From an optimization exercise on the open Yosys and OpenROAD flow, aimed at small area and a short achievable clock period; shortcuts taken in it are not production practice.
Only simulation tests tie the RTL to the original design; equivalence was not proved.

==> flow/design.v (outline; a module is shown in full before it is edited, if it fits) <==
// module iir: 1043 lines
module iir(
    input clk,
    input rst_n,
    input [31:0] x,
    output reg [31:0] y
    );
  // ...
==> flow/flow/run.sh <==
#!/bin/bash
# Layout flow: the standard ORFS flow (standard.sh), with two changes:
#  1. the combinational logic of the standard synthesis is replaced by the
#     gate-level netlist that gen2.py writes from the same description as
#     rtl/iir.v (same registers, same names and cell types; checked by
#     swap_netlist.py, and the standard netlist is kept if they differ);
#  2. the port buffers are buf_4 cells on the inputs and buf_1 cells on the
#     outputs (flow/buffer_outputs.tcl) instead of the default cell.
set -euo pipefail
export BUFFER_PORTS_ARGS="-inputs -buffer_cell sky130_fd_sc_hd__buf_4"
export PRE_GLOBAL_PLACE_TCL="$PWD/flow/buffer_outputs.tcl"
R=orfs/results/sky130hd/iir/base
bash standard.sh synth > standard_synth.log 2>&1
python3 flow/gen2.py --ytree fast42 --fap cell --net custom_netlist.v > gen2.log 2>&1
if python3 flow/swap_netlist.py $R/1_2_yosys.v custom_netlist.v > swap_netlist.log 2>&1; then
  cp $R/1_2_yosys.v standard_1_2_yosys.v
  cp custom_netlist.v $R/1_2_yosys.v
  touch $R/1_2_yosys.v
  rm -f $R/1_synth.odb $R/1_synth.sdc
fi
bash standard.sh finish > standard_finish.log 2>&1
==> flow/flow/buffer_outputs.tcl <==
# Runs just before ORFS's buffer_ports (which buffers the inputs, see run.sh):
# give every output port a buf_1 buffer.
buffer_ports -outputs -buffer_cell sky130_fd_sc_hd__buf_1
==> flow/flow/swap_netlist.py <==
#!/usr/bin/env python3
"""Check that a hand-built netlist keeps the standard synthesis's registers
(same instance names and cell types) and ports; exit 1 if not.
usage: swap_netlist.py STANDARD.v CUSTOM.v"""
import re, sys

def info(path):
    t = open(path).read()
    ffs = {}
    for cell, name in re.findall(r'\b(sky130_fd_sc_hd__df\w+)\s+(\\\S+|\S+)\s*\(', t):
        ffs[name.lstrip('\\')] = cell
    m = re.search(r'module\s+iir\s*\((.*?)\);', t, re.S)
    ports = sorted(p.strip() for p in m.group(1).split(','))
    decl = sorted(re.findall(r'^\s*(input|output)\s+(\[[^\]]*\])?\s*(\w+);', t, re.M))
    return ffs, ports, decl

a = info(sys.argv[1])
b = info(sys.argv[2])
ok = True
if a[0] != b[0]:
    ok = False
    print('registers differ:')
    for k in sorted(set(a[0]) | set(b[0])):
        if a[0].get(k) != b[0].get(k):
            print('  ', k, a[0].get(k), b[0].get(k))
if a[1] != b[1] or a[2] != b[2]:
    ok = False
    print('ports differ:', a[1:], b[1:])
print('registers:', len(a[0]), 'match' if ok else 'MISMATCH')
sys.exit(0 if ok else 1)
==> flow/standard.sh <==
#!/bin/bash
# synth_recipe.tcl (not shown) runs the flow's synth.tcl, then flattens the netlist and writes it again
# the make line also repeats each setting of config.mk as NAME=value (left out here)
make -C /OpenROAD-flow-scripts/flow DESIGN_CONFIG=/design/flow/config.mk WORK_HOME=/design/flow/orfs CLKGATE_MAP_FILE= SYNTH_SCRIPT=/design/flow/synth_recipe.tcl "${@:-finish}"
==> flow/config.mk <==
export PLATFORM = sky130hd
export DESIGN_NAME = iir
export DESIGN_NICKNAME = iir
export VERILOG_FILES = /design/flow/design.v
export SDC_FILE = /design/flow/constraint.sdc
export NUM_CORES = 4
export LEC_CHECK = 0
export CAP_MARGIN = 20
export CORE_MARGIN = 2
export CORE_UTILIZATION = 65
export CTS_BUF_LIST = sky130_fd_sc_hd__clkbuf_4 sky130_fd_sc_hd__clkbuf_8
export SETUP_SLACK_MARGIN = 4
export SLEW_MARGIN = 20
==> flow/constraint.sdc <==
create_clock -name core_clock -period 7.5 [get_ports {clk}]
set_input_delay 1.5000 -clock core_clock [delete_from_list [all_inputs] [get_ports {clk}]]
set_output_delay 1.5000 -clock core_clock [all_outputs]
set_load 0.01 [all_outputs]
Not shown: flow/flow/gen2.py
==> notes.md, run 1 <==
----------------------------------------------------
[Routing]
  Detailed-routing iteration count for the pre-antenna-repair pass ... 5
  Top sig layer ... met4
  # DRC ... 0
  Post-route ant nets ... 0

[Setup path]
  Worst setup startpoint ... x[2]
  CP dominant cell by count ... sky130_fd_sc_hd__o21ai_1
  Critical Path AT ... 3.66 ns
  Number of buffers and inverters on the critical path ... 2
  Worst reg2reg startpoint ... y[3]$_DFF_PN0_
  Max Fanout on Critical Path ... 16
  End of the worst register-to-register path ... p[20]$_DFF_PN0_
  Logic depth of the worst register-to-register path ... 11

[Final layout]
  Data-path buffer share of cell area in the final layout ... 3.148%
  Count of multi-input gates ... 829
  Most common cell after layout, fill and taps aside ... sky130_fd_sc_hd__xor2_1
  Sequential fraction of total cell area ... 25.13%
  Post-layout utilization of the core ... 74.36%
  CLK BUF ... 12
  Syn-to-layout area delta ... 10.75%
  Non-Filler Cell Area, Final ... 9460 um^2

[Min path]
  Number of instances on the worst hold path ... 0
  Startpoint of the worst hold path ... p[0]$_DFF_PN0_

[Die]
  Overall die width ... 118.6 um

[Outcome]
  Outcome ... complete, no violations

[Placed design]
  Count of port buffers added during placement ... 65
  Setup slack after placement ... 3.301 ns
  HPWL Detailed ... 13,740 um
  Area after detailed placement ... 9042 um^2

[Timing]
  Final worst path period need ... 3.352 ns
  Min setup slack post-route ... 4.148 ns
  Number of failing setup endpoints in the final timing report ... 0
  RSZ-0062 raised after global routing ... no

[Synthesis]
  Synth Area per Inst ... 8.158 um^2

[Global routing]
  GR Layer Usage met3 ... 5.550%

----------------------------------------------------
==> run 2, diff against run 1 <==
--- a/flow/config.mk
+++ b/flow/config.mk
@@ -8,6 +8,6 @@
 export CAP_MARGIN = 20
 export CORE_MARGIN = 2
-export CORE_UTILIZATION = 65
-export CTS_BUF_LIST = sky130_fd_sc_hd__clkbuf_4 sky130_fd_sc_hd__clkbuf_8
+export CORE_UTILIZATION = 70
+export CTS_BUF_LIST = sky130_fd_sc_hd__clkbuf_8
 export SETUP_SLACK_MARGIN = 4
 export SLEW_MARGIN = 20
==> run 2 against run 1 <==
  * Sequential cell count unchanged
  * Synthesized cell count is the same
  * Critical path type unchanged
  * Non-clock buffer count up 1
  * Largest cell class unchanged
  * Area after synthesis did not move
  * Critical path depth is the same
  * Critical endpoint is now p[24]$_DFF_PN0_
  * First-iteration DRC count is 20% lower
==> notes.md, run 2 <==
----------------------------------------------------
[Die]
  Core outline area ... 11,960 um^2
  Standard-cell rows ... 40
  Die Ht ... 114.5 um
  Number of primary I/O pins ... 66
  Total Die Area ... 13,100 um^2
  Overall die width ... 114.5 um (-3.5%)
  Initial cell density of the core ... 71.41%

[Timing]
  Clock Skews ... 0.008710 ns
  Number of failing setup endpoints in the final timing report ... 0 (unchanged)
  Final worst path period need ... 3.332 ns (-0.02088 ns)
  Final max-slew violation count ... 0
  Worst slew slack as a fraction of its limit ... 52.67%
  Crit share post-route ... 44.42%
  Tightest Pin Transition ... 0.7100 ns
  RSZ-0062 raised after global routing ... yes
  Worst-case hold slack ... 0.3634 ns
  Final total negative setup slack ... 0 ns
  Total count of hold-check failures in the final report ... 0
  Achievable frequency ... 300.2 MHz

[Clocking]
  CTS HTree Levels ... 3
  Number of buffers between clock root and the deepest sink ... 2
  Worst-Skew Late Latency ... 0.38 ns
  TritonCTS clock tree ... yes
  Clock Sink Count ... 95
  Clock input transition at the sequential cells of the worst setup and hold paths ... 0.10 ns
  CTS Root Buffer Type ... sky130_fd_sc_hd__clkbuf_8
  TritonCTS buffer count ... 9

[Setup path]
  Data required time of the critical path ... 7.76 ns
  Crit start category ... input port
  Worst Setup End Kind ... flip-flop
  Critical path class ... input port to flip-flop
  Series of cell instances along the critical path ... buf_4, fa_1, nor2_1, o21ai_1, a21oi_1, o21ai_1, a21oi_4, buf_12, o21ai_1, xor2_1
  Number of buffers and inverters on the critical path ... 2 (unchanged)
  Crit path max-delay cell type ... sky130_fd_sc_hd__fa_1
  CP dominant cell by count ... sky130_fd_sc_hd__o21ai_1
  Max Fanout on Critical Path ... 12 (-4)
  Dominant delay contributor by cell family on the critical path ... compound AO/OA/AOI/OAI gates
  FF-to-FF setup slack ... 4.28 ns
  Critical Path AT ... 3.59 ns (-0.07 ns)
  Delay contributed by the slowest stage of the critical path ... 0.50 ns

[Routing]
  Final Routed Wirelength ... 17,670 um
  # DRC ... 0 (unchanged)
  Detailed-route via count ... 6,582
  Detailed-routing iteration count for the pre-antenna-repair pass ... 5 (unchanged)
  DR WL/cell ... 14.15 um
  Post-route ant nets ... 0 (unchanged)
  Average vias per placed instance ... 5.270
  Number of violations reported at the end of detailed-routing iteration 0 ... 275

[Global routing]
  Total global-route track usage ... 28.95%
  Pin count of the biggest net entering global routing ... 53
  Global-route wire length before repair ... 30,530 um
  Global-route congestion overflow total ... 0
  Vias in the first global route ... 6,747
  Number of antenna violations at the first check in global routing ... 0

[Synthesis]
  Synth Net Count ... 1,141
  Synthesized instance count ... 1,047
  Yosys warns ... 1
  Synth Area per Inst ... 8.158 um^2 (unchanged)
  Synthesized cell area ... 8542 um^2

[Final layout]
  Fraction of layout cells with a size suffix above 1 ... 6.624%
  Non-Filler Cell Area, Final ... 9388 um^2 (-0.77%)
  Final Net Count ... 1,191
  Registers with the highest flip-flop counts ... p: 32 flops, y: 32 flops, x1: 31 flops
  Syn-to-layout area delta ... 9.902%
  Most common cell after layout, fill and taps aside ... sky130_fd_sc_hd__xor2_1
  Leading cell types in the layout, fill and taps excluded ... sky130_fd_sc_hd__xor2_1, sky130_fd_sc_hd__nor2_1, sky130_fd_sc_hd__nand2_1
  Final non-filler cell total ... 1,249
  Antenna fix cells ... 0

[Min path]
  Worst hold path class ... flip-flop to flip-flop

[Placed design]
  Count of port buffers added during placement ... 65 (unchanged)
  Area after detailed placement ... 9011 um^2 (-0.35%)
  Cell total after placement ... 1,229
  HPWL Detailed ... 13,550 um (-1.4%)
  Routability-driven placement congestion ratio ... 0.8819

[Outcome]
  Outcome ... complete, no violations

[Flow run]
  Number of max-capacitance violations reported ... 0

----------------------------------------------------
-- run 2: path summary, 6_finish.rpt --
| path | cells after the start | to | start |
|---|---|---|---|
| hold / removal | 0 | y[0]$_DFF_PN0_ | p[0]$_DFF_PN0_ |
| max in group asynchronous | 2 | x1[13]$_DFF_PN0_ | rst_n |
| setup reg to reg | 10 | p[24]$_DFF_PN0_ | y[15]$_DFF_PN0_ |
| min in group asynchronous | 1 | p[22]$_DFF_PN0_ | rst_n |
| setup / recovery | 10 | p[24]$_DFF_PN0_ | x[9] |
| hold reg to reg | 0 | y[0]$_DFF_PN0_ | p[0]$_DFF_PN0_ |
-- run 2: through the flow --
step                      worst slack [ns]  util (%)
after floorplan                      4.004         -
after global placement               3.475     75.33
after detailed placement             3.300     75.33
after CTS                            4.017     77.65
after global routing                 3.973     78.48
final                                4.168     78.48
-- run 2: per-layer routing --
layer	routed length [um]	global-route usage (%)	part of all wire, %
met1	7965	37.19	45
met2	8845	50.85	50
met3	582	4.182	3.3
met4	276	8.699	1.6
met5	0	0	0
-- run 2: layout make-up --
class	instances	area [um^2]
multi-input combinational	829	5826
fill	847	2574
sequential	95	2377
inverter	123	461.7
timing repair buffer	39	317.8
tap	147	183.9
clock buffer	9	123.9
clock inverter	7	97.59
-- run 2: repair_timing --
| action | 4_1_cts | 5_1_grt |
|---|---|---|
| hold endpoints to repair | 0 | 0 |
| pin swaps | 2 | 2 |
| setup endpoints to repair | 31 | 32 |
| gates resized for setup | 2 | 17 |
| buffers inserted | 3 | 1 |
| hold buffers | 0 | 0 |
==> run 3, diff against run 2 <==
--- a/flow/flow/run.sh
+++ b/flow/flow/run.sh
@@ -12,5 +12,5 @@
 R=orfs/results/sky130hd/iir/base
 bash standard.sh synth > standard_synth.log 2>&1
-python3 flow/gen2.py --ytree fast42 --fap cell --net custom_netlist.v > gen2.log 2>&1
+python3 flow/gen2.py --ytree fast42 --fap cell --size2 4 --size4 8 --net custom_netlist.v > gen2.log 2>&1
 if python3 flow/swap_netlist.py $R/1_2_yosys.v custom_netlist.v > swap_netlist.log 2>&1; then
   cp $R/1_2_yosys.v standard_1_2_yosys.v
--- a/flow/flow/gen2.py
+++ b/flow/flow/gen2.py
@@ -39,4 +39,8 @@
 ap.add_argument('--prefix', default='sk', choices=['sk', 'ks', 'hc'])
 ap.add_argument('--prefixy', choices=['sk', 'ks', 'hc'])   # for y' only
+# netlist drive strengths by fanout: a gate driving at least SIZE2 inputs
+# gets the _2 cell, at least SIZE4 the _4 cell (0 = all _1)
+ap.add_argument('--size2', type=int, default=0)
+ap.add_argument('--size4', type=int, default=0)
 ap.add_argument('--ytree', default='wallace', choices=['wallace', 'fast42', 'pre'])
 args = ap.parse_args()
@@ -495,7 +499,16 @@
     for w in sorted(wires):
         o.append(f'  wire {w};')
+    fo = {}
+    for kind, ins, outs in gates:
+        for s in ins:
+            fo[s] = fo.get(s, 0) + 1
     k = 0
     for kind, ins, outs in gates:
         cell, ip, op = CELL[kind]
+        f = max(fo.get(s, 0) for s in outs)
+        if args.size4 and f >= args.size4 and kind not in ('HA',):
+            cell = cell[:-2] + '_4'
+        elif args.size2 and f >= args.size2 and kind not in ('HA',):
+            cell = cell[:-2] + '_2'
         pins = [f'.{p}({netname(s)})' for p, s in zip(ip, ins)]
         pins += [f'.{p}({netname(s)})' for p, s in zip(op, outs)]
--- a/flow/config.mk
+++ b/flow/config.mk
@@ -9,5 +9,5 @@
 export CORE_MARGIN = 2
 export CORE_UTILIZATION = 70
-export CTS_BUF_LIST = sky130_fd_sc_hd__clkbuf_8
+export CTS_BUF_LIST = sky130_fd_sc_hd__clkbuf_4 sky130_fd_sc_hd__clkbuf_8
 export SETUP_SLACK_MARGIN = 4
 export SLEW_MARGIN = 20
==> run 3 against run 2 <==
  * Critical endpoint is now y[30]$_DFF_PN0_
  * Sequential share of layout area fell by 0.057 points
  * Highest routed layer unchanged
  * Non-clock buffer count fell by 2
==> notes.md, run 3 <==
----------------------------------------------------
[Final layout]
  Syn-to-layout area delta ... 8.467%
  Final Net Count ... 1,189 (-0.17%)
  Antenna fix cells ... 0 (unchanged)
  Registers with the highest flip-flop counts ... p: 32 flops, y: 32 flops, x1: 31 flops
  Most common cell after layout, fill and taps aside ... sky130_fd_sc_hd__xor2_1
  Fraction of layout cells with a size suffix above 1 ... 10.09% (+3.5 points)
  Leading cell types in the layout, fill and taps excluded ... sky130_fd_sc_hd__xor2_1, sky130_fd_sc_hd__nor2_1, sky130_fd_sc_hd__nand2_1

[Placed design]
  Routability-driven placement congestion ratio ... 0.8596 (-2.5%)
  Count of port buffers added during placement ... 65 (unchanged)
  HPWL Detailed ... 13,430 um (-0.87%)

[Die]
  Total Die Area ... 13,300 um^2 (+1.5%)
  Die Ht ... 115.3 um (+0.75%)
  Standard-cell rows ... 40 (unchanged)
  Initial cell density of the core ... 71.92% (+0.51 points)
  Number of primary I/O pins ... 66 (unchanged)
  Core outline area ... 12,060 um^2 (+0.84%)
  Overall die width ... 115.3 um (+0.75%)

[Global routing]
  Pin count of the biggest net entering global routing ... 70 (+32%)
  Global-route congestion overflow total ... 0 (unchanged)
  Global-route wire length before repair ... 29,630 um (-2.9%)
  Vias in the first global route ... 6,430 (-4.7%)
  Number of antenna violations at the first check in global routing ... 0 (unchanged)
  Total global-route track usage ... 28.39% (-0.56 points)

[Synthesis]
  Yosys warns ... 1 (unchanged)
  Synth Area per Inst ... 8.285 um^2 (+1.6%)
  Synth Net Count ... 1,141 (unchanged)
  Synthesized cell area ... 8675 um^2 (+1.6%)
  Synthesized instance count ... 1,047 (unchanged)

[Timing]
  Tightest Pin Transition ... 0.9236 ns (+0.2137 ns)
  Crit share post-route ... 44.64% (+0.22 points)
  Worst slew slack as a fraction of its limit ... 38.42% (-14 points)
  Clock Skews ... 0.009301 ns (+0.0005906 ns)
  Total count of hold-check failures in the final report ... 0 (unchanged)
  RSZ-0062 raised after global routing ... no
  Number of failing setup endpoints in the final timing report ... 0 (unchanged)
  Final total negative setup slack ... 0 ns (unchanged)
  Achievable frequency ... 298.7 MHz (-0.50%)
  Final max-slew violation count ... 0 (unchanged)
  Final worst path period need ... 3.348 ns (+0.01671 ns)

[Clocking]
  Clock Sink Count ... 95 (unchanged)
  Clock input transition at the sequential cells of the worst setup and hold paths ... 0.10 ns (about the same)
  TritonCTS clock tree ... yes
  Worst-Skew Late Latency ... 0.39 ns (about the same)
  TritonCTS buffer count ... 9 (unchanged)
  CTS HTree Levels ... 3 (unchanged)
  Number of hold buffers added after CTS ... 0 (unchanged)
  CTS Root Buffer Type ... sky130_fd_sc_hd__clkbuf_8
  Number of buffers between clock root and the deepest sink ... 2 (unchanged)

[Setup path]
  Worst Setup End Kind ... flip-flop
  Delay contributed by the slowest stage of the critical path ... 0.30 ns (-0.20 ns)
  CP dominant cell by count ... sky130_fd_sc_hd__xor2_1
  Critical path class ... input port to flip-flop
  Crit start category ... input port
  Data required time of the critical path ... 7.83 ns (+0.07 ns)
  End of the worst register-to-register path ... p[22]$_DFF_PN0_
  Logic depth of the worst register-to-register path ... 11 (+1)
  Max Fanout on Critical Path ... 16 (+4)
  Crit path max-delay cell type ... sky130_fd_sc_hd__o21ai_4
  Worst reg2reg startpoint ... y[3]$_DFF_PN0_
  Series of cell instances along the critical path ... buf_4, xor2_1, xor2_1, xnor2_1, nor2_1, nor2_1, nand2_1, o21ai_4, a21oi_4, buf_12, o21ai_1, xor2_1
  Critical Path AT ... 3.68 ns (+0.09 ns)
  FF-to-FF setup slack ... 4.37 ns (+0.09 ns)

[Min path]
  Worst Hold Path EP ... y[0]$_DFF_PN0_
  Startpoint of the worst hold path ... p[0]$_DFF_PN0_
  Number of instances on the worst hold path ... 0 (unchanged)
  Worst hold path class ... flip-flop to flip-flop

[Outcome]
  Outcome ... complete, no violations

[Routing]
  Detailed-routing iteration count for the pre-antenna-repair pass ... 5 (unchanged)
  Post-route ant nets ... 0 (unchanged)
  Final Routed Wirelength ... 17,630 um (-0.23%)
  Detailed-route via count ... 6,594 (+0.18%)
  Average vias per placed instance ... 5.200 (-1.3%)
  DR WL/cell ... 13.90 um (-1.7%)
  # DRC ... 0 (unchanged)
  Number of violations reported at the end of detailed-routing iteration 0 ... 395 (+44%)

[Flow run]
  Number of max-capacitance violations reported ... 0 (unchanged)

----------------------------------------------------
run 3: cell count changes in the layout (fill, tap and decap cells not counted), sizes merged:
cell / before / now
bufinv: 2 / 0
inv: 123 / 128
buf: 39 / 37
clkinvlp: 2 / 1
clkinv: 3 / 1
run 3: worst max-delay path by stage:
stage / startpoint / to / cells past startpoint
after floorplan: x[3] / y[20]$_DFF_PN0_ / 10
after global placement: x[3] / y[30]$_DFF_PN0_ / 11
after detailed placement: x[2] / p[28]$_DFF_PN0_ / 9
after CTS: x[2] / p[28]$_DFF_PN0_ / 9
after global routing: x[8] / y[31]$_DFF_PN0_ / 12
final: x[3] / y[30]$_DFF_PN0_ / 12
run 3: final cells by class:
type	count	area, um^2
clock buffer	9	123.9
clock inverter	7	60.06
fill	906	2653
inverter	123	461.7
multi-input combinational	829	5873
sequential	95	2377
tap	168	210.2
timing repair buffer	37	302.8
run 3: worst max-delay path, delay by kind of cell:
family,cells,cell delay [ns]
AOI/OAI and AO/OA,3,0.61
xor gates and xnor gates,4,0.82
buffers and inverters,2,0.29
and+or+nand+nor,3,0.46
run 3: layer usage:
layer	global-route usage (%)	share of wire (%)	vias to the layer above
met4	5.542	0.99	0
met1	38.49	47	3094
met5	0	0	-
met2	46.82	47	132
met3	7.169	4.9	17
li1	-	-	3351
run 3: repair_timing:
action                     4_1_cts  5_1_grt
setup buffers                    0        3
setup endpoints to repair        0       31
resized for setup                0        5
run 3: through the flow:
stage / std cells / utilization (%) / hold slack [ns] / worst slack (ns) / instance area (um^2)
finish: 1268 / 78.01 / 0.3759 / 4.152 / 9409
global route: 1268 / 78.01 / 0.3879 / 3.993 / 9409
CTS: 1265 / 77.30 / 0.3809 / 4.007 / 9324
detailed placement: 1249 / 75.78 / 0.3469 / 3.576 / 9140
global placement: 1249 / 75.78 / 0.3446 / 3.662 / 9140
floorplan: 1047 / - / 0.3312 / 4.131 / 8675
==> run 4, diff against run 3 <==
--- a/flow/flow/run.sh
+++ b/flow/flow/run.sh
@@ -12,5 +12,5 @@
 R=orfs/results/sky130hd/iir/base
 bash standard.sh synth > standard_synth.log 2>&1
-python3 flow/gen2.py --ytree fast42 --fap cell --size2 4 --size4 8 --net custom_netlist.v > gen2.log 2>&1
+python3 flow/gen2.py --ytree fast42 --fap cell --size2 3 --size4 6 --net custom_netlist.v > gen2.log 2>&1
 if python3 flow/swap_netlist.py $R/1_2_yosys.v custom_netlist.v > swap_netlist.log 2>&1; then
   cp $R/1_2_yosys.v standard_1_2_yosys.v
==> run 4 against run 3 <==
  * Clock skew grew 0.0045 ns
  * Sequential cell count is the same
  * Hold slack lost 0.010 ns
  * Register-to-register slack gained 0.03 ns
  * Area after synthesis grew 8.1%
  * Worst setup slack gained 0.029 ns
  * Maximum frequency grew 0.86%
  * Critical path depth is the same
  * Critical endpoint is now y[23]$_DFF_PN0_
  * Largest cell class unchanged
  * Highest routed layer unchanged
==> notes.md, run 4 <==
----------------------------------------------------
[Outcome]
  Outcome ... complete, no violations

[Final layout]
  Area of the multi-input gates ... 6541 um^2 (+11%)
  Most common cell after layout, fill and taps aside ... sky130_fd_sc_hd__xor2_1
  Leading cell types in the layout, fill and taps excluded ... sky130_fd_sc_hd__xor2_1, sky130_fd_sc_hd__nand2_1, sky130_fd_sc_hd__nor2_1
  Area of all sequential standard cells ... 2377 um^2 (unchanged)
  Post-layout utilization of the core ... 76.47% (-1.5 points)
  Fraction of layout cells with a size suffix above 1 ... 23.07% (+13 points)
  Number of fillers in the final layout ... 980 (+8.2%)
  Syn-to-layout area delta ... 7.523%
  Registers with the highest flip-flop counts ... p: 32 flops, y: 32 flops, x1: 31 flops
  Final Net Count ... 1,190 (+0.084%)
  Antenna fix cells ... 0 (unchanged)

[Setup path]
  End of the worst register-to-register path ... p[20]$_DFF_PN0_
  Worst Setup End Kind ... flip-flop
  Logic depth of the worst register-to-register path ... 11 (unchanged)
  FF-to-FF setup slack ... 4.40 ns (+0.03 ns)
  Max Fanout on Critical Path ... 9 (-7)
  Critical path class ... input port to flip-flop
  Data required time of the critical path ... 7.81 ns (-0.02 ns)
  Crit start category ... input port
  Worst reg2reg startpoint ... y[1]$_DFF_PN0_
  Critical Path AT ... 3.63 ns (-0.05 ns)

[Die]
  Core outline area ... 13,190 um^2 (+9.4%)
  Total Die Area ... 14,340 um^2 (+7.8%)
  Initial cell density of the core ... 71.12% (-0.80 points)
  Die Ht ... 119.8 um (+3.9%)
  Overall die width ... 119.8 um (+3.9%)
  Number of primary I/O pins ... 66 (unchanged)
  Standard-cell rows ... 42 (+5.0%)

[Timing]
  Clock Skews ... 0.01383 ns (+0.004527 ns)
  Min setup slack post-route ... 4.180 ns (+0.02855 ns)
  Final max-slew violation count ... 0 (unchanged)
  Final total negative setup slack ... 0 ns (unchanged)
  Number of failing setup endpoints in the final timing report ... 0 (unchanged)
  Worst slew slack as a fraction of its limit ... 54.03% (+16 points)
  Achievable frequency ... 301.2 MHz (+0.86%)
  Final worst path period need ... 3.320 ns (-0.02855 ns)
  Tightest Pin Transition ... 0.6896 ns (-0.2340 ns)
  Total count of hold-check failures in the final report ... 0 (unchanged)
  RSZ-0062 raised after global routing ... no
  Crit share post-route ... 44.26% (-0.38 points)

[Placed design]
  Count of port buffers added during placement ... 65 (unchanged)
  HPWL Detailed ... 14,090 um (+4.9%)
  Setup slack after placement ... 3.564 ns (-0.01151 ns)
  Routability-driven placement congestion ratio ... 0.8273 (-3.8%)

[Clocking]
  CTS HTree Levels ... 3 (unchanged)
  TritonCTS buffer count ... 9 (unchanged)
  Worst-Skew Late Latency ... 0.38 ns (about the same)
  Clock Sink Count ... 95 (unchanged)
  Number of gates resized after cts ... 0 (unchanged)
  CTS Root Buffer Type ... sky130_fd_sc_hd__clkbuf_8
  Number of buffers between clock root and the deepest sink ... 2 (unchanged)
  Clock input transition at the sequential cells of the worst setup and hold paths ... 0.10 ns (about the same)
  TritonCTS clock tree ... yes

[Synthesis]
  Synthesized cell area ... 9380 um^2 (+8.1%)
  Yosys warns ... 1 (unchanged)
  Synthesized instance count ... 1,047 (unchanged)
  Synth Net Count ... 1,141 (unchanged)
  Synth Area per Inst ... 8.959 um^2 (+8.1%)

[Global routing]
  Global-route congestion overflow total ... 0 (unchanged)
  Vias in the first global route ... 6,481 (+0.79%)
  Number of antenna violations at the first check in global routing ... 0 (unchanged)
  Total global-route track usage ... 27.03% (-1.4 points)
  Pin count of the biggest net entering global routing ... 55 (-21%)
  Global-route wire length before repair ... 30,580 um (+3.2%)

[Routing]
  Average vias per placed instance ... 5.131 (-1.3%)
  Final Routed Wirelength ... 17,800 um (+0.96%)
  Met3 wire length ... 787 um (-8.6%)
  Number of violations reported at the end of detailed-routing iteration 0 ... 347 (-12%)
  Detailed-routing iteration count for the pre-antenna-repair pass ... 5 (unchanged)
  Length of routed wiring on met1 ... 8311 um (+0.86%)
  Post-route ant nets ... 0 (unchanged)
  Metal2 WL ... 8569 um (+2.6%)
  DR WL/cell ... 13.94 um (+0.25%)
  Top sig layer ... met4
  # DRC ... 0 (unchanged)
  Detailed-route via count ... 6,552 (-0.64%)

[Flow run]
  Number of max-capacitance violations reported ... 0 (unchanged)

[Min path]
  Startpoint of the worst hold path ... p[0]$_DFF_PN0_
  Worst Hold Path EP ... y[0]$_DFF_PN0_
  Worst hold path class ... flip-flop to flip-flop
  Number of instances on the worst hold path ... 0 (unchanged)

----------------------------------------------------
[run 4: cell type report]
cell class	instances	area share, %
Multi-Input combinational cell	829	64.86
Sequential cell	95	23.57
Inverter	123	4.578
Timing Repair Buffer	38	2.952
Tap cell	176	2.183
Clock buffer	9	1.228
Clock inverter	7	0.6327
[run 4: per-stage QoR]
stage               cells  hold slack (ns)  cell area [um^2]
floorplan            1047           0.3312              9380
global placement     1257           0.3361              9856
detailed placement   1257           0.3388              9856
CTS                  1273           0.3689             10040
global route         1277           0.3694             10090
finish               1277           0.3656             10090
[run 4: timing repair]
item / CTS / global route
pin swaps: 1 / 2
endpoints found under the hold margin: 0 / 0
buffers inserted: 0 / 4
hold buffers: 0 / 0
setup endpoints to repair: 1 / 31
[run 4: worst max-delay path by stage]
| stage | from | end | cells after the start |
|---|---|---|---|
| after floorplan | x[3] | y[20]$_DFF_PN0_ | 10 |
| after global placement | x[3] | y[30]$_DFF_PN0_ | 11 |
| after detailed placement | x[2] | p[20]$_DFF_PN0_ | 9 |
| after CTS | x[2] | p[20]$_DFF_PN0_ | 9 |
| after global routing | x[3] | y[20]$_DFF_PN0_ | 12 |
| final | x[5] | y[23]$_DFF_PN0_ | 12 |
[run 4: per-layer routing]
| metal | GRT usage (%) | vias to the layer above |
|---|---|---|
| li1 | - | 3337 |
| met1 | 37.98 | 3086 |
| met2 | 44.68 | 119 |
| met3 | 5.276 | 10 |
| met4 | 4.632 | 0 |
| met5 | 0 | - |
[run 4: critical path, cell delays in order]
cell	delay, ns
sky130_fd_sc_hd__buf_4	0.14
sky130_fd_sc_hd__xor2_2	0.21
sky130_fd_sc_hd__xor2_1	0.29
sky130_fd_sc_hd__xnor2_2	0.18
sky130_fd_sc_hd__nor2_1	0.09
sky130_fd_sc_hd__nor2_1	0.14
sky130_fd_sc_hd__nand2_1	0.10
sky130_fd_sc_hd__o21ai_4	0.33
sky130_fd_sc_hd__a21oi_4	0.09
sky130_fd_sc_hd__buf_4	0.19
sky130_fd_sc_hd__o21ai_1	0.18
sky130_fd_sc_hd__xor2_1	0.18

## static timing again, ports no longer ideal
The flow's constraints put no driver on any port. The routed layouts listed below were extracted and timed again, unchanged, in two steps.
Step 1 (the two cells are an assumption about what drives the block):
set clk [get_ports {clk}]
set_driving_cell -lib_cell sky130_fd_sc_hd__clkbuf_16 $clk
set_driving_cell -lib_cell sky130_fd_sc_hd__buf_2 [delete_from_list [all_inputs] $clk]
Step 2, shift: input delay + t, output delay - t, t = (earliest + latest rising clock arrival at the registers) / 2. This alone moves slack from input paths to output paths.
a / b / c = ideal / step 1 / step 2; a / b = the first two.
run	shift t [ns]	slack for setup (ns)	cell pins on the clock port's net
run 1	0.421	4.148 / 4.164 / 3.743	1
run 2	0.408	4.168 / 4.179 / 3.771	1
run 3	0.422	4.152 / 4.162 / 3.740	1
run 4	0.417	4.180 / 4.195 / 3.778	1
After both steps setup and hold are still met in every run listed. The setup slack of run 3, which loses most, moves by +0.010 ns with the drivers and by -0.412 ns with both steps.
